Context: an optimization exercise on an open-source flow, tuned for small area. The choices shown serve that exercise and are no tape-out recipe. In this exercise RTL edits were held to simulation tests only and were not proved equivalent to the original. Power figures rest on the tool's default switching activity, not on a simulated workload.

==> design/flow/design.v <==
module diff_word #(
    parameter N = 100   
)(
	input clk,
	input rst,
    input  [2*N-1:0] word_in,   
    output logic [2*N-1:0] word_out   
);
	logic [2*N-1:0] word_tmp;
    integer i;
	always_ff @(posedge clk or posedge rst) begin
		if (rst) begin 
			word_out <=0;
		end
		else begin 
			word_out <=word_tmp;
		end
	end
    always_comb begin 
        word_tmp[2*N-1 -: 2] = word_in[2*N-1 -: 2];   
        for (i = N-2; i >=0 ; i -= 1) begin : diff_loop
            word_tmp[2*i +: 2] = mod4_subtract(word_in[2*i +: 2], word_in[2*(i+1) +: 2]);
		end
    end
    function [1:0] mod4_subtract;
        input [1:0] current;
        input [1:0] previous;
        logic [2:0] diff;
        begin
            diff = {1'b0, current} - {1'b0, previous};   
            case (diff)
                3'b001, 3'b101: mod4_subtract = 2'b01;   
                3'b010, 3'b110: mod4_subtract = 2'b10;   
                3'b011, 3'b111: mod4_subtract = 2'b11;   
                default:        mod4_subtract = 2'b00;   
            endcase
        end
    endfunction
endmodule
module inv_syn #(
    parameter N = 6   
)(
	input clk,
	input rst,
    input  [2*N-1:0] word_in,   
    output logic [13:0] sum_out   
);
	logic [13:0] sum;
    integer i;
	always_ff @(posedge clk or posedge rst) begin
		if (rst) begin 
			sum_out <=0;
		end
		else begin 
			sum_out <=sum;
		end
	end
    always_comb begin 
        sum = 0;   
        for (i = 0; i < N; i = i + 1) begin
			if (word_in[2*i +: 2]==2'b00) begin
				sum = sum + (4 * (i+1));   
			end
			else begin
				sum = sum + (word_in[2*i +: 2] * (i+1));   
			end 
        end
    end
endmodule
module word_sum #(
    parameter N = 4   
)(
	input clk,
	input rst,
    input  [2*N-1:0] word_in,   
    output logic [9:0] sum_out    
);
	logic [9:0] sum;
    integer i;
	always_ff @(posedge clk or posedge rst) begin
		if (rst) sum_out <=0;
		else sum_out <=sum;
	end
    always_comb begin 
        sum = 0;
        for (i = 0; i < N; i++) begin
            if (!word_in[2*i +: 2]) sum=sum+4;
			else sum = sum + word_in[2*i +: 2];
        end
    end
endmodule
module find_index #(
    parameter N=100,
    parameter A=30,
    parameter B=27
)(
    input clk,
    input rst,
    input [2*(N-1)-1:0] word_in,
    input [2*(N-1)-1:0] diff_word,
    input [9:0] diff_word_sum,
    input [13:0] inv_syn,
    input logic reverse_needed,
    output logic [6:0] missing_index,
    output logic [1:0] missing_digit
);
    logic [9:0] sum_yd;
    logic [8:0] deltaj;
    logic [6:0] j;
    logic signed [13:0] delta;
    logic [2:0] gamma;
    integer a, t1, t2, t3, t4, t6, t7, i;
    logic done;
    logic [1:0] diff_val, word_val;
    always_ff @(posedge clk or posedge rst) begin
        if (rst) begin
            missing_index <= 7'b0;
            missing_digit <= 2'b00;
        end 
        else begin
            missing_index <= j;
            missing_digit <= gamma[1:0];
        end
    end
    always_comb begin
        sum_yd = 0;
        deltaj = 0;
        a = 0;
        t4 = 0;
        t6 = 0;
        i = 0;
        done = 0;
        diff_val = 0;
        word_val = 0;
        if (reverse_needed) begin
            t1 = (B - inv_syn) % 4;
            t2 = (B - inv_syn);
            t3 = (t2 % (4*N)) + (4*N);
        end
        else begin
            t1 = (A - inv_syn) % 4;
            t2 = (A - inv_syn);
            t3 = (t2 % (4*N)) + (4*N);
        end
        gamma = t1;
        delta = t3;
        if (gamma == 0) gamma = 3'b100;  
        if (delta < diff_word_sum) begin
            j = N - 2;
            sum_yd = 0;
            done = 0;
            for (int k = 0; k < N; k++) begin
                if (sum_yd >= delta) done = 1;
                if (!done) begin
                diff_val = (k <= N-2) ? ((diff_word >> (2*(N-2-k))) & 2'b11) : 2'b00;
                if (diff_val == 0) 
                    sum_yd = sum_yd + 4;
                else 
                    sum_yd = sum_yd + diff_val;
                j--;
                end
            end
            j = N - j - 3;
        end 
        else if (delta >= diff_word_sum + 4) begin
            sum_yd = diff_word_sum;
            i = N;
            j = 0;
            done = 0;
            for (int k = 0; k < N; k++) begin
                if (i < 2) done = 1;
                if (!done) begin
                word_val = (word_in >> (2*k)) & 2'b11;
                if (word_val == 0) 
                    a = gamma - 4;
                else 
                    a = gamma - word_val;
                if (a <= 0) a += 4;
                t4 = k * 4;
                diff_val = (diff_word >> (2*k)) & 2'b11;
                if (diff_val == 0) 
                    t6 = 4;
                else 
                    t6 = diff_val;
                deltaj = a + sum_yd + t4;
                if (delta == deltaj) done = 1;
                end
                if (!done) begin
                sum_yd -= t6;
                j++;
                i--;
                end
            end
            j = N - j - 1;
        end 
        else begin
            j = N - 1;
        end
    end
endmodule
module insert_digit #(
    parameter N = 6   
)(
	input clk,
	input rst,
    input [2*(N-1)-1:0] word_in,   
    input [6:0] missing_index_ltr,
	input [1:0] missing_digit,
	output logic  [2*N-1:0] word_out  
);
	logic [2*N-1:0] word;
	logic [6:0] missing_index_rtl;
	logic [2*N-1:0] word_up, word_same;
	assign word_up = {word_in, 2'b00};
	assign word_same = {2'b00, word_in};
	integer i;
	always_ff @(posedge clk or posedge rst) begin
		if (rst) 
			word_out <=0;
		else 
			word_out <=word;
	end
	always_comb begin
		missing_index_rtl=N-missing_index_ltr-1;
		for (i=0; i<N; i++) begin
			if (i == missing_index_rtl)
				word[2*i +: 2]=missing_digit;
			else if (i > missing_index_rtl || i == N-1)
				word[2*i +: 2]=word_up[2*i +: 2];
			else
				word[2*i +: 2]=word_same[2*i +: 2];
		end
	end
endmodule
module deletion_restore #(
    parameter N = 98,
	parameter A = 30,	 
	parameter B = 27	 
)(
	input clk,
	input rst,
    input [2*(N-1)-1:0] word_in,
	input reverse_needed,
    output logic [2*N-1:0] word_out
);
	logic [9:0] diff_word_sum;
	logic [2*(N-1)-1:0] diff_word;
	logic [13:0] inv_syn;
	logic [6:0] missing_index;
	logic [1:0] missing_digit;
	logic [2*N-1:0] word;
		diff_word #(.N(N-1)) diff_word0 (
			.clk(clk),
			.rst(rst),
			.word_in(word_in),
			.word_out(diff_word)
		);
		inv_syn #(.N(N-1)) inv_syn0 (
			.clk(clk),
			.rst(rst),
			.word_in(diff_word),
			.sum_out(inv_syn)
		);
		word_sum #(.N(N-1)) word_sum0 (
			.clk(clk),
			.rst(rst),
			.word_in(diff_word),
			.sum_out(diff_word_sum)
		);
		find_index #(.N(N),.A(A),.B(B)) find_index0 (
			.clk(clk),
			.rst(rst),
			.word_in(word_in),
			.diff_word(diff_word),
			.diff_word_sum(diff_word_sum),
			.inv_syn(inv_syn),
			.reverse_needed(reverse_needed),
			.missing_index(missing_index),
			.missing_digit(missing_digit)
		);
		insert_digit #(.N(N)) insert_digit0 (
			.clk(clk),
			.rst(rst),
			.word_in(word_in),
			.missing_digit(missing_digit),
			.missing_index_ltr(missing_index),
			.word_out(word)
		);
		always_ff @(posedge clk or posedge rst) begin
			if (rst) word_out <=0;
			else begin 
				word_out <=word;
			end
		end
endmodule
module dna_deletion_decoder (
	input clk,
	input rst,
	input [61:0] word_in,
	input reverse_needed,
	output [63:0] word_out
);
	deletion_restore #(.N(32),.A(30),.B(50)) deletion_restore0 (
		.clk(clk),
		.rst(rst),
		.word_in(word_in),
		.reverse_needed(reverse_needed),
		.word_out(word_out)
	);
endmodule
==> design/flow/run.sh <==
#!/bin/bash
# synth_recipe.tcl (not shown) runs the flow's synth.tcl, then flattens the netlist and writes it again
# the make line also repeats each setting of config.mk as NAME=value (left out here)
make -C /OpenROAD-flow-scripts/flow DESIGN_CONFIG=/design/flow/config.mk WORK_HOME=/design/flow/orfs CLKGATE_MAP_FILE= SYNTH_SCRIPT=/design/flow/synth_recipe.tcl finish
==> design/flow/config.mk <==
export PLATFORM = sky130hd
export DESIGN_NAME = dna_deletion_decoder
export DESIGN_NICKNAME = dna_deletion_decoder
export VERILOG_FILES = /design/flow/design.v
export SDC_FILE = /design/flow/constraint.sdc
export NUM_CORES = 4
export LEC_CHECK = 0
export CAP_MARGIN = 20
export CORE_MARGIN = 2
export CORE_UTILIZATION = 40
export SLEW_MARGIN = 20
==> design/flow/constraint.sdc <==
create_clock -name core_clock -period 240.0 [get_ports {clk}]
set_input_delay 48.0000 -clock core_clock [delete_from_list [all_inputs] [get_ports {clk}]]
set_output_delay 48.0000 -clock core_clock [all_outputs]
set_load 0.01 [all_outputs]
==> impl_metrics.ini <==
[sta]
tightest_slew_ps = 1120
fin_setup_tns_ps = 0
final.min_clock_period_ps = 162850
rsz0062_at_grt = no
slew_violations = 0
finalHoldViolCount = 0
finalCritPeriodShare_pct = 67.9
finalSetupViolations = 0
fin_skew_ps = 34.9
max_freq_ghz = 0.00614
fin_ws_ps = 77150
max_slew_margin_pct = 23.2

[setup_path]
critPathMaxStageDelay_ps = 840
cpMostUsedCell = a21oi_1
ff2ff_setup_slack_ps = 123750
cp_max_fo = 24
cp-end-kind = flip-flop
cp_num_buf_inv = 43
cp.depth = 492
timing.critical_path.slowest_stage_cell = nor4_1
start_kind = primary input
r2r-start = deletion_restore0.inv_syn0.sum_out[0]
crit_path_end = deletion_restore0.find_index0.missing_index[6]
cp.arrival_ps = 163370
r2r-end = deletion_restore0.find_index0.missing_index[6]
critPathTopFamily = compound AO/OA/AOI/OAI gates
critPathKind = in -> reg
ff2ff_path_depth = 489
crit_start = word_in[1]
cp.required_ps = 240520

[pwr]
p_int_w = 0.210
seq_cell_power_w = 0.000308
clkPwrFrac_pct = 0
p_per_area_mw_per_mm2 = 5660
finalPower_w = 0.516
pg_comb_w = 0.515
top_power_group = combinational logic
p_clk_w = 0.0000475
combPwrFrac_pct = 99.9
p_leak_nw = 41.5
swShare_pct = 59.3
power_switching_w = 0.306
p_seq_share_pct = 0.1
ir_drop_mv = 5.24

[logic_synthesis]
syn_inst = 11400
synth_edf_count = 0
synth_seq_cells = 223
synth_area_mm2 = 0.0854
yosysWarnings = 6
yosysUniqueCellTypes = 149
avgSynthCellArea_um2 = 7.52
synth_ff_type = dfrtp_1
seq_area_frac_synth_pct = 6.53
async_flop_share_pct = 100

[route]
drc = 0
drt_pass1_iterations = 7
vias_per_cell = 5.78
wl_mm = 313
ant_nets = 0
drtIter0Drc = 6425
wl_per_cell_um = 22.1
routed-via-count = 82000

[cts]
post_cts_resized = 0
postCtsHoldBufs = 0
cts_setup_buffers = 0
htreeDepth = 1
cts-root-buf = clkbuf_16
cts_tree = built
clk_pin_slew_worst_paths_ps = 80
insertion_delay_ps = 660
cts_sinks = 223
clock_path_buffers = 3
numCtsBuffers = 28

[place]
dp_hpwl_mm = 259
place_area_mm2 = 0.0900
place.port_buffers = 128
gp_congestion = 0.953
pre_cts_ws_ps = 77820

[worst_hold_path]
min_path_cells = 0
min_to = deletion_restore0.word_out[57]
hp-start = deletion_restore0.insert_digit0.word_out[57]
holdCritPathClass = reg -> reg

[job]
maxCapViolCount = 0

[grt]
overflow = 0
grt_pass1_wl_mm = 476
antenna_found_initial = 12
grt_max_degree = 74
grt_pass1_vias = 79100
grt_usage_pct = 27.9

[floorplan]
chipWidth_um = 466
start_util_pct = 40.3
rows = 169
dieArea_mm2 = 0.217
die_h_um = 466
coreArea_mm2 = 0.212
io_pins = 129

[status]
status = complete, no violations

[final_layout]
drive_above_1_share_pct = 5.46
final_nets = 13000
stdcell_area_mm2 = 0.0910
utilization_pct = 42.9
area_growth_pct = 6.59
cell families (layout without fill, tap and decap cells):
kind of cell	Yosys count	in the layout	synth area share (%)
xor gates and xnor gates	1558	1558	16.6
buffers and inverters	1559	1546	6.99
other	2	12	0.00879
muxes	286	286	3.63
adders and majority gates	1641	1641	25.8
AOI/OAI and AO/OA	2586	2586	20.0
and+or+nand+nor	3505	3505	20.4
DFF	223	223	6.53
flip-flops by register name, summed over array words and instances, names as in the netlist:
register	cells
deletion_restore0.diff_word0.word_out	62
deletion_restore0.find_index0.missing_index	7
deletion_restore0.insert_digit0.word_out	64
deletion_restore0.word_out	64
deletion_restore0.inv_syn0.sum_out	14
deletion_restore0.find_index0.missing_digit	2
deletion_restore0.word_sum0.sum_out	10
per-stage QoR:
stage | std cells | hold slack, ps
3_3_place_gp | 14100 | 333
4_1_cts | 14200 | 335
5_1_grt | 14200 | 352
3_5_place_dp | 14100 | 335
6_report | 14200 | 331
2_1_floorplan | 11400 | 331
synthesized netlist by cell type, types with 48 or more instances:
| cell type | instances | share of area, % |
|---|---|---|
| ha_1 | 1421 | 21 |
| inv_1 | 1212 | 5.3 |
| xnor2_1 | 1106 | 11 |
| nand2_1 | 1004 | 4.4 |
| nor2_1 | 839 | 3.7 |
| a21oi_1 | 791 | 4.6 |
| o21ai_0 | 552 | 3.2 |
| xor2_1 | 406 | 4.2 |
| clkbuf_1 | 226 | 0.99 |
| nand3_1 | 225 | 1.3 |
| dfrtp_1 | 223 | 6.5 |
| a21o_1 | 221 | 1.9 |
| nor3_1 | 212 | 1.2 |
| nor2b_1 | 208 | 1.5 |
| fa_1 | 204 | 4.8 |
| nand2b_1 | 198 | 1.5 |
| mux2_2 | 177 | 2.3 |
| nand4_1 | 111 | 0.81 |
| mux2i_1 | 107 | 1.3 |
| nor4_1 | 105 | 0.77 |
| a31oi_1 | 101 | 0.74 |
| and2_1 | 97 | 0.71 |
| and3_1 | 95 | 0.70 |
| a211oi_1 | 80 | 0.70 |
| o21bai_1 | 74 | 0.65 |
| or3_1 | 67 | 0.49 |
| or2_2 | 61 | 0.45 |
| o31ai_1 | 57 | 0.50 |
| o21a_1 | 50 | 0.44 |
| o211ai_1 | 48 | 0.42 |
power groups by stage:
stage          combinational [W]  clock (W)  sequential, W
3_3_place_gp               0.511          0       0.000307
3_5_place_dp               0.515          0       0.000304
2_1_floorplan              0.575          0       0.000342
layer usage:
metal,vias up,global-route usage [%],part of all wire (%)
met2,2410,45.0,44
met4,0,10.5,4.0
met5,-,0,0
met3,434,2.28,5.5
li1,39700,-,-
met1,39400,38.6,46
final cells by class:
type / count / area, um2
fillers: 21500 / 121000
well taps: 2821 / 3530
inverters: 1238 / 4660
diodes: 6 / 15.0
clock inverters: 16 / 203
clock buffers: 35 / 758
repair buffers: 257 / 2270
multi-input cells: 9582 / 74000
flip-flops and latches: 223 / 5580
worst max path at each step:
stage | startpoint | end | slack, ps | cells after the start
floorplan | word_in[1] | deletion_restore0.find_index0.missing_index[6] | 90410 | 542
global placement | word_in[1] | deletion_restore0.find_index0.missing_index[6] | 80980 | 485
detailed placement | word_in[1] | deletion_restore0.find_index0.missing_index[6] | 77820 | 496
layout by cell type (no fill, tap or decap), drive strengths merged, types with 88 or more instances in the layout:
cell type | Yosys | routed
nor4 | 113 | 113
nand2b | 199 | 199
nand2 | 1007 | 1007
and3 | 96 | 96
a211oi | 88 | 88
nand3 | 228 | 228
a31oi | 102 | 102
o21ai | 590 | 590
xnor2 | 1116 | 1116
a21o | 221 | 221
and2 | 103 | 103
mux2 | 178 | 178
nor2b | 208 | 208
nand4 | 114 | 114
fa | 204 | 204
ha | 1421 | 1421
nor2 | 840 | 840
buf | 95 | 129
inv | 1230 | 1232
nor3 | 220 | 220
mux2i | 107 | 107
clkdlybuf4s50 | 0 | 128
a21oi | 798 | 798
dfrtp | 223 | 223
xor2 | 415 | 415

## re-timing with driven ports
Ports are ideal in the flow. The routed layout listed here was re-timed in OpenROAD.
Step 1: set_driving_cell puts a clkbuf_16 on clk and a buf_2 on each other input, an assumption about the parent block.
Step 2, shift: input delay + t, output delay - t, t = (earliest + latest rising clock arrival at the registers) / 2. This alone moves slack from input paths to output paths.
a / b / c = ideal ports / drivers / drivers and shift; a / b = the first two.
shift t [ns]: 0.717
slack for setup (ns): 77.150 / 77.061 / 76.344
worst hold slack (ns): 0.331 / 0.331 / 0.331
latest minus earliest clock arrival (ns): 0.038 / 0.038
worst register clock-pin slew, ns: 0.08 / 0.08
After both steps this run still meets setup and hold. The setup slack of this run moves by -0.089 ns with the drivers and by -0.806 ns with both steps.
